What follows belongs to an exercise in optimizing a design on an open flow for small area, a short achievable clock period and few clock cycles per item; a production flow would make more cautious choices. At most, simulation tests tie the RTL to the original design; equivalence was not proved.

Setup of job 101:
// mdc_b
module mdc_b(
    input ld, clk,
    input [31:0] i_a, i_b,
    output [31:0] res,
    output done);
    reg [31:0] a, b;
    reg [4:0]  k;
    wire bz = (b == 32'd0);
    wire kz = (k == 5'd0);
    wire both_odd = a[0] & b[0];
    wire a_even   = ~a[0];
    wire [32:0] d   = {1'b0, a} - {1'b0, b};
    wire        neg = d[32];
    wire [32:0] y = both_odd ? d : a_even ? {1'b0, a} : {1'b0, b};
    wire [8:0]  x = both_odd ? (a[8:0] ^ b[8:0]) : a_even ? a[8:0] : b[8:0];
    wire [2:0] sh = x[1] ? 3'd0 : x[2] ? 3'd1 : x[3] ? 3'd2 : x[4] ? 3'd3 :
                    x[5] ? 3'd4 : x[6] ? 3'd5 : x[7] ? 3'd6 : 3'd7;
    wire       big = (x[8:1] == 8'd0);
    wire [32:0] y1 = {y[32], y[32:1]};
    wire [40:0] yx = {{8{y1[32]}}, y1} >> sh;
    wire [32:0] ys = yx[32:0];
    wire        fix = both_odd & neg;
    wire [31:0] nb  = fix ? {~ys[31:1], 1'b1} : ys[31:0];
    always @(posedge clk)
        if (ld) begin
            a <= i_a;
            b <= i_b;
            k <= 5'd0;
        end else if (bz) begin
            if (!kz) begin
                a <= {a[30:0], 1'b0};
                k <= k - 5'd1;
            end
        end else if (!a[0] && !b[0]) begin
            a <= {1'b0, a[31:1]};
            b <= {1'b0, b[31:1]};
            k <= k + 5'd1;
        end else if (fix && big) begin
            a <= b;
            b <= a;
        end else begin
            if (a_even || (both_odd && !neg))
                a <= b;
            b <= nb;
        end
    assign res = a;
    assign done = bz & kz;
endmodule
clock: 5.5 ns
lec_check: 0
cap_margin: 20
core_margin: 2
core_utilization: 40
setup_slack_margin: 1.6
slew_margin: 20
run.sh (not shown) runs the stock make flow with config.mk's settings and CLKGATE_MAP_FILE= SYNTH_SCRIPT=/design/flow/synth_recipe.tcl, a recipe that flattens the netlist after the stock synthesis.
Looking at the reports, job 101 completed the entire flow and the layout it produced met the timing, design-rule and antenna checks.
Testbench counts of job 101, summed over its fixed seeds: cycles 73,086, items 3,200.
Input changes introduced in job 102 (baseline for comparison: job 101):
- SETUP_SLACK_MARGIN changed from 1.6 to 2
### Flow results
Job 101 → job 102: detailed-route wire length climbed about 6%, via count of the first global-routing pass climbed 421, area overhead of the layout relative to synthesis climbed 15 points.
Global-route usage ended up 2.0 points higher on job 102 than on job 101.
Job 102 reached the end of the flow, and the finished layout is clean on the timing, design-rule and antenna checks.
Compared with job 101, in job 102 final net count now larger; wire length of the first global-routing pass now larger; clock skew now larger; logic depth of the worst path, buffers included now smaller; cell area now larger.
diff inputs: job 102 => job 103
- SETUP_SLACK_MARGIN now 1.3, was 2
Notes after the runs:
Job 103: flow completed, timing, DRC and antenna clean
Looking at worst setup slack after layout, job 103 sits 430 ps below job 102.
Against job 102, job 103 comes in 7.7 points higher on final worst-path cycle share.
Uppermost layer routed = met4: job 103; uppermost layer routed = met5: job 102
[compare] base=job 102 new=job 103: global-route met1 utilization shrank by 3.5 points; register share of the cell area rose 3.2 points.
Delta (job 103 minus job 102): pre-CTS setup slack now smaller, cell area went down 16%, met1 wire length now smaller.
--- input diff job 103..job 104 ---
- SETUP_SLACK_MARGIN now 1, was 1.3
==> comparison <==
Max final cell count across job 103 and job 104: job 103
From job 103 to job 104 the numbers moved as follows: worst setup slack -300 ps.
[inputs] job 105 vs job 104
- clearing SETUP_SLACK_MARGIN, which used to be 1
### Flow results
The final layouts of job 105 and job 104 pass the timing, design-rule and antenna checks.
Across both runs, critical path depth was higher for job 105 than for job 104.
Job 105: transition time at the pin with the least slew margin higher than job 104
Compared with job 104, in job 105 routed via count essentially unchanged, wire length -about 0.6%, final setup slack of the worst path moved down, fraction of final layout cells with drive strength greater than 1 went down 0.39 points.
Worst setup path category: flop to output port -> job 104, flop to flop -> job 105

* * *

## rev 12
mdc_b, a different RTL version from the one above (not shown whole).
Size in the first run: roughly 1,100 cells after synthesis, roughly 70 flip-flops, ~6900 sq um of cells after synthesis.
clock: 5.5 ns
lec_check: 0
abc_area: 1
cap_margin: 0
core_margin: 2
core_utilization: 55
setup_slack_margin: 2.0
slew_margin: 0
standard.sh (not shown) runs the stock make flow with config.mk's settings and CLKGATE_MAP_FILE= SYNTH_SCRIPT=/design/flow/synth_recipe.tcl, a recipe that flattens the netlist after the stock synthesis.
==> flow/flow/run.sh <==
#!/bin/bash
# The standard layout (standard.sh) with two changes:
#  - the port buffers are sky130_fd_sc_hd__buf_1 (every port still gets one);
#  - clock tree synthesis uses clkbuf_4/clkbuf_8 and inserts no dummy loads.
# The output of the whole run goes to standard.log; ORFS's per-step logs are
# under orfs/logs/.
set -euo pipefail
export BUFFER_PORTS_ARGS="-inputs -outputs -buffer_cell sky130_fd_sc_hd__buf_1"
export CTS_ARGS="-sink_clustering_enable -repair_clock_nets -dont_use_dummy_load -buf_list {sky130_fd_sc_hd__clkbuf_4 sky130_fd_sc_hd__clkbuf_8}"
bash standard.sh > standard.log 2>&1
Testbench counts of rev 12, summed over its fixed seeds: cycles 72,118, items 3,200.
Changes in rev 13 relative to rev 12:
Settings: SLEW_MARGIN now 20, was 0; CAP_MARGIN now 20, was 0; CORE_UTILIZATION now 50, was 55; SETUP_SLACK_MARGIN now 1.7, was 2.0.
Results
- The total length of routed wires reported for rev 13 is greater than that of rev 12 by 990 um.
- Going from rev 12 to rev 13, fmax -12 MHz; final instance area decreased by 1.2% relative to the old numbers.

* * *

Setup of alpha:
The RTL this note starts from:
==> flow/design.v <==
module mdc_b(
    input ld, clk,
    input [31:0] i_a, i_b,
    output [31:0] res,
    output done);
    reg [31:0] a, b;
    reg [4:0]  k;
    reg        bo;    
    wire bz = (b == 32'd0);
    wire kz = (k == 5'd0);
    wire [31:0] bg  = b & {32{bo}};
    wire [31:0] gg = a & ~bg;
    wire [31:0] pp = ~(a ^ bg);
    reg  [31:0] G, P;
    integer i, j;
    always @* begin
        G = gg; P = pp;
        for (i = 1; i <= 5; i = i + 1)
            for (j = (1 << i) - 1; j < 32; j = j + (1 << i)) begin
                G[j] = G[j] | (P[j] & G[j - (1 << (i - 1))]);
                P[j] = P[j] & P[j - (1 << (i - 1))];
            end
        for (i = 5; i > 0; i = i - 1)
            for (j = (1 << i) + (1 << (i - 1)) - 1; j < 32; j = j + (1 << i)) begin
                G[j] = G[j] | (P[j] & G[j - (1 << (i - 1))]);
                P[j] = P[j] & P[j - (1 << (i - 1))];
            end
    end
    wire [32:0] c   = {G | P, 1'b1};
    wire [32:0] d   = {~c[32], pp ^ c[31:0]};
    wire        eq  = P[31];
    wire        neg = d[32];
    wire both_even  = ~a[0] & ~b[0];
    wire [8:0]  x   = (a[8:0] ^ bg[8:0]) | {7'd0, both_even, 1'b0};
    wire [2:0] sh = x[1] ? 3'd0 : x[2] ? 3'd1 : x[3] ? 3'd2 : x[4] ? 3'd3 :
                    x[5] ? 3'd4 : x[6] ? 3'd5 : x[7] ? 3'd6 : 3'd7;
    wire       big = (x[8:1] == 8'd0);
    wire [40:0] yx = {{9{neg}}, d[32:1]} >> sh;
    wire [31:0] ys = yx[31:0];
    wire [31:0] nb = neg ? {~ys[31:1], 1'b1} : ys;
    reg [31:0] an, bn;
    reg [4:0]  kn;
    always @* begin
        an = a; bn = b; kn = k;
        if (ld) begin
            an = i_a;
            bn = i_b;
            kn = 5'd0;
        end else if (bz) begin
            bn = 32'd0;   
            if (!kz) begin
                an = {a[30:0], 1'b0};
                kn = k - 5'd1;
            end
        end else if (both_even) begin
            an = {1'b0, b[31:1]};
            bn = nb;
            kn = k + 5'd1;
        end else if (!b[0] || (neg && big)) begin
            an = b;
            bn = a;
        end else begin
            if (!neg)
                an = b;
            bn = nb;
        end
    end
    wire bon = ld ? (i_a[0] & i_b[0]) : bz ? 1'b0 : both_even ? (a[1] & b[1]) :
               !b[0] ? 1'b0 : (neg && big) ? 1'b1 : !big;
    always @(posedge clk) begin
        a  <= an;
        b  <= bn;
        k  <= kn;
        bo <= bon;
    end
    assign res = a;
    assign done = kz & (bz | (eq & a[0]));
endmodule
clock: 5.5 ns
lec_check: 0
abc_area: 1
cap_margin: 20
core_margin: 2
core_utilization: 50
setup_slack_margin: 1.9
slew_margin: 20
Scripts as last shown in full above: flow/flow/run.sh
alpha ended with every stage complete and zero timing, DRC or antenna violations.
Relative to alpha, the following input files were edited for beta:
# alpha
export LEC_CHECK = 0
export ABC_AREA = 1
export CAP_MARGIN = 20
export CORE_MARGIN = 2
export CORE_UTILIZATION = 50
export SETUP_SLACK_MARGIN = 1.9
export SLEW_MARGIN = 20
create_clock -name core_clock -period 5.5 [get_ports {clk}]
# beta
export LEC_CHECK = 0
export ABC_AREA = 1
export CAP_MARGIN = 20
export CORE_MARGIN = 2
export CORE_UTILIZATION = 55
export SETUP_SLACK_MARGIN = 2.0
export SLEW_MARGIN = 20
create_clock -name core_clock -period 5.5 [get_ports {clk}]
==> summary.txt <==
beta: PASS, flow complete, no timing, DRC or antenna violations. beta leaves less setup margin than alpha. Compared with alpha, beta shows first-iteration DRC count that has gone up by a few percent. beta against alpha: clock insertion delay at the later pin of the skew report about even, gate count after technology mapping about even.
#### Input delta (gamma over beta)
# beta
export LEC_CHECK = 0
export ABC_AREA = 1
export CAP_MARGIN = 20
export CORE_MARGIN = 2
export CORE_UTILIZATION = 55
export SETUP_SLACK_MARGIN = 2.0
export SLEW_MARGIN = 20
create_clock -name core_clock -period 5.5 [get_ports {clk}]
# gamma
export LEC_CHECK = 0
export ABC_AREA = 1
export CAP_MARGIN = 20
export CORE_MARGIN = 2
export CORE_UTILIZATION = 55
export SETUP_SLACK_MARGIN = 2.1
export SLEW_MARGIN = 20
create_clock -name core_clock -period 5.5 [get_ports {clk}]
==> summary.txt <==
- gamma against beta: time the worst path needs with I/O delays and setup now sits lower.
- Diff beta..gamma | area after synthesis | unchanged
- gamma vs beta — maximum clock frequency climbed by a few percent
- Changes observed in gamma relative to beta: worst setup slack increased 0.16 ns.
- Summary of gamma over beta: global-route wire length before repair lost 2.0%.
Input changes introduced in delta (baseline for comparison: gamma):
# gamma
export LEC_CHECK = 0
export ABC_AREA = 1
export CAP_MARGIN = 20
export CORE_MARGIN = 2
export CORE_UTILIZATION = 55
export SETUP_SLACK_MARGIN = 2.1
export SLEW_MARGIN = 20
create_clock -name core_clock -period 5.5 [get_ports {clk}]
# delta
export LEC_CHECK = 0
export ABC_AREA = 1
export CAP_MARGIN = 20
export CORE_MARGIN = 2
export CORE_UTILIZATION = 50
export CTS_BUF_LIST = sky130_fd_sc_hd__clkbuf_4 sky130_fd_sc_hd__clkbuf_8
export SETUP_SLACK_MARGIN = 1.9
export SLEW_MARGIN = 20
create_clock -name core_clock -period 5.5 [get_ports {clk}]
==> flow/flow/run.sh <==
#!/bin/bash
# Standard layout, except that the port buffers are the smallest buffer
# (sky130_fd_sc_hd__buf_1) rather than the cell buffer_ports picks by itself.
# Every input and output port still gets its own buffer.
set -o pipefail
export BUFFER_PORTS_ARGS="-inputs -outputs -buffer_cell sky130_fd_sc_hd__buf_1"
bash standard.sh > standard.log 2>&1
[summary]
Comparing largest clock skew in the final design for gamma and delta, the bigger number came from gamma.
Comparing gamma and delta, the higher number of well taps was measured on delta.
Diff gamma -> delta | area of all placed cells without fillers | down by a little under 10%
Going from gamma to delta, data arrival time of the critical path saw an increase; setup slack saw a decrease.
Summary: with gamma as the reference, ratio of routed vias to standard cells in delta moved down by a few percent.
Any difference in total congestion overflow after global routing between delta and gamma is small enough to ignore.
Summary — area added between synthesis and finish, delta relative to gamma: lower, by 9.3 points.
No run of this note included a check of the RTL's function; only the layout flow was run.

* * *

mdc_b with an RTL version that a note above also has.
For scale: about 1100 cells after synthesis, roughly 70 flip-flops.
clock: 5.5 ns
lec_check: 0
abc_area: 1
cap_margin: 20
core_margin: 2
core_utilization: 55
setup_slack_margin: 1.9
slew_margin: 20
==> flow/flow/run.sh <==
#!/bin/bash
# The standard layout (standard.sh) with two changes:
#  - the port buffers are sky130_fd_sc_hd__buf_1 (every port still gets one);
#  - clock tree synthesis uses clkbuf_4/clkbuf_8 and inserts no dummy loads.
# The output of the whole run goes to standard.log; ORFS's per-step logs are
# under orfs/logs/.
set -euo pipefail
export BUFFER_PORTS_ARGS="-inputs -outputs -buffer_cell sky130_fd_sc_hd__buf_1"
export CTS_ARGS="-sink_clustering_enable -repair_clock_nets -dont_use_dummy_load -buf_list {sky130_fd_sc_hd__clkbuf_4 sky130_fd_sc_hd__clkbuf_8}"
bash standard.sh > standard.log 2>&1
Testbench counts at the start, summed over its fixed seeds: cycles 72,118, items 3,200.
Then changed:
- CORE_UTILIZATION: 55 -> 50
The changed run completed with no timing, DRC or antenna violations.
Global-route usage went down by 1.8 points.
Core utilization went down by 5.3 points.
Count of clock-buffer cells in the layout stays the same.
Via count went down by 0.73%.
Worst setup slack improved by 0.0070 ns.
Routed wire length went up by 5.1%.
Worst hold slack is about the same.
Then changed:
==> flow/flow/run.sh (replaced) <==
#!/bin/bash
# Standard layout, except that the port buffers are the smallest buffer
# (sky130_fd_sc_hd__buf_1) rather than the cell buffer_ports picks by itself.
# Every input and output port still gets its own buffer.
set -o pipefail
export BUFFER_PORTS_ARGS="-inputs -outputs -buffer_cell sky130_fd_sc_hd__buf_1"
bash standard.sh > standard.log 2>&1
- CTS_BUF_LIST: unset -> sky130_fd_sc_hd__clkbuf_4 sky130_fd_sc_hd__clkbuf_8
- SETUP_SLACK_MARGIN: 1.9 -> 2.1
The new run produced a clean layout; clock-buffer cell count is higher by 1; core utilization goes up by 3.5 points; via count increases by 1.7%; routed wire length came out higher by 3.5%; global-route usage came out higher by 0.97 points; register-to-register slack is better by 0.18 ns; setup slack improved by 0.14 ns; flip-flop and latch count is unchanged.
Then changed:
==> flow/flow/run.sh (replaced) <==
#!/bin/bash
# The standard layout (standard.sh) with two changes:
#  - the port buffers are sky130_fd_sc_hd__buf_1 (every port still gets one);
#  - clock tree synthesis uses clkbuf_4/clkbuf_8 and inserts no dummy loads.
# The output of the whole run goes to standard.log; ORFS's per-step logs are
# under orfs/logs/.
set -euo pipefail
export BUFFER_PORTS_ARGS="-inputs -outputs -buffer_cell sky130_fd_sc_hd__buf_1"
export CTS_ARGS="-sink_clustering_enable -repair_clock_nets -dont_use_dummy_load -buf_list {sky130_fd_sc_hd__clkbuf_4 sky130_fd_sc_hd__clkbuf_8}"
bash standard.sh > standard.log 2>&1
- CTS_BUF_LIST: sky130_fd_sc_hd__clkbuf_4 sky130_fd_sc_hd__clkbuf_8 -> unset
- PLACE_DENSITY: unset -> 0.7
- SETUP_SLACK_MARGIN: 2.1 -> 1.9
Wire length decreases by 6.4%.
Clock-buffer cell count decreases by 1.
Area after synthesis stays the same.
Non-clock buffer count decreases by 5.
Design area decreases by 4.2%.
Setup slack degrades by 0.14 ns.

* * *

Setup of job 7145:
mdc_b again, from the RTL that the note above started with.
clock: 5.5 ns
lec_check: 0
abc_area: 1
cap_margin: 20
core_margin: 2
core_utilization: 55
gpl_routability_driven: 0
setup_slack_margin: 2.0
slew_margin: 20
==> flow/flow/run.sh <==
#!/bin/bash
# The standard layout (standard.sh) with two changes:
#  - the port buffers are sky130_fd_sc_hd__buf_1 (every port still gets one);
#  - clock tree synthesis uses clkbuf_4/clkbuf_8 and inserts no dummy loads.
# The output of the whole run goes to standard.log; ORFS's per-step logs are
# under orfs/logs/.
set -euo pipefail
export BUFFER_PORTS_ARGS="-inputs -outputs -buffer_cell sky130_fd_sc_hd__buf_1"
export CTS_ARGS="-sink_clustering_enable -repair_clock_nets -dont_use_dummy_load -buf_list {sky130_fd_sc_hd__clkbuf_4 sky130_fd_sc_hd__clkbuf_8}"
bash standard.sh > standard.log 2>&1
Testbench counts of job 7145, summed over its fixed seeds: cycles 72,118, items 3,200.
> inputs changed (job 7145 -> job 4016)
==> flow/flow/run.sh <==
#!/bin/bash
# Standard layout, except that the port buffers are the smallest buffer
# (sky130_fd_sc_hd__buf_1) rather than the cell buffer_ports picks by itself.
# Every input and output port still gets its own buffer.
set -o pipefail
export BUFFER_PORTS_ARGS="-inputs -outputs -buffer_cell sky130_fd_sc_hd__buf_1"
bash standard.sh > standard.log 2>&1
-- flow/config.mk --
<<< job 7145, line 11
export CORE_UTILIZATION = 55
export GPL_ROUTABILITY_DRIVEN = 0
export SETUP_SLACK_MARGIN = 2.0
>>> job 4016, line 11
export CORE_UTILIZATION = 50
export CTS_BUF_LIST = sky130_fd_sc_hd__clkbuf_4 sky130_fd_sc_hd__clkbuf_8
export SETUP_SLACK_MARGIN = 1.9
Results
Job 4016 and job 7145 ended up with roughly the same share of cell area taken by flip-flops and latches. Job 4016 vs job 7145: share of the cycle needed by the critical path after routing up. Diff job 7145 -> job 4016: number of non-filler instances in the completed layout went up, biggest cell delay along the critical path has remained practically unchanged, global-route wire length before repair rose 2000 µm, synthesis-to-layout area growth went down by 0.62 points, number of instances resized during post-cts repair shows a reduction of 2. Per the comparison of job 4016 with job 7145, clock period minus final worst setup slack went up; average wire per cell in the routed design went up.

[static timing again, ports no longer ideal]
The results above use ideal ports. As a check the final layouts listed here were re-extracted and re-timed, cells and wires unchanged.
Step 1: set_driving_cell puts a clkbuf_16 on clk and a buf_2 on each other input, an assumption about the parent block.
Step 2 also shifts input and output timing later by t, the mid clock arrival at the registers, as if the neighbouring blocks saw the same clock.
a / b / c = ideal / step 1 / step 2; a / b = the first two.
run	t (ns)	slack for setup (ns)	worst hold slack (ns)	worst setup path at the end	cell pins on the clock port's net
job 101	0.376	1.667 / 1.667 / 1.667	0.485 / 0.485 / 0.485	register to register	1
job 102	0.376	1.838 / 1.838 / 1.838	0.490 / 0.490 / 0.490	register to register	1
job 103	0.373	1.413 / 1.413 / 1.413	0.485 / 0.485 / 0.485	register to register	1
job 104	0.369	1.111 / 1.070 / 1.200	0.485 / 0.485 / 0.485	register to register	1
job 105	0.371	0.800 / 0.800 / 0.800	0.485 / 0.485 / 0.485	register to register	1
rev 12	0.374	2.099 / 2.069 / 2.225	0.510 / 0.510 / 0.510	register to register	1
rev 13	0.382	1.954 / 1.920 / 1.992	0.513 / 0.513 / 0.513	register to register	1
alpha	0.375	1.986 / 1.957 / 2.071	0.524 / 0.524 / 0.524	register to register	1
beta	0.386	1.958 / 1.926 / 2.186	0.532 / 0.532 / 0.532	register to register	1
gamma	0.374	2.120 / 2.086 / 2.135	0.523 / 0.523 / 0.523	register to register	1
delta	0.373	2.001 / 1.971 / 2.115	0.525 / 0.525 / 0.525	register to register	1
the first run of note 4	0.376	2.029 / 1.999 / 2.133	0.514 / 0.514 / 0.514	register to register	1
the second run of note 4	0.381	2.036 / 2.003 / 2.104	0.513 / 0.513 / 0.513	register to register	1
the third run of note 4	0.397	2.177 / 2.144 / 2.279	0.531 / 0.531 / 0.531	register to register	1
the fourth run of note 4	0.382	2.036 / 2.002 / 2.109	0.508 / 0.508 / 0.508	register to register	1
job 7145	0.370	2.095 / 2.064 / 2.259	0.506 / 0.506 / 0.506	register to register	1
job 4016	0.386	2.028 / 1.994 / 2.114	0.515 / 0.515 / 0.515	register to register	1
After both steps setup and hold are still met in every run listed.
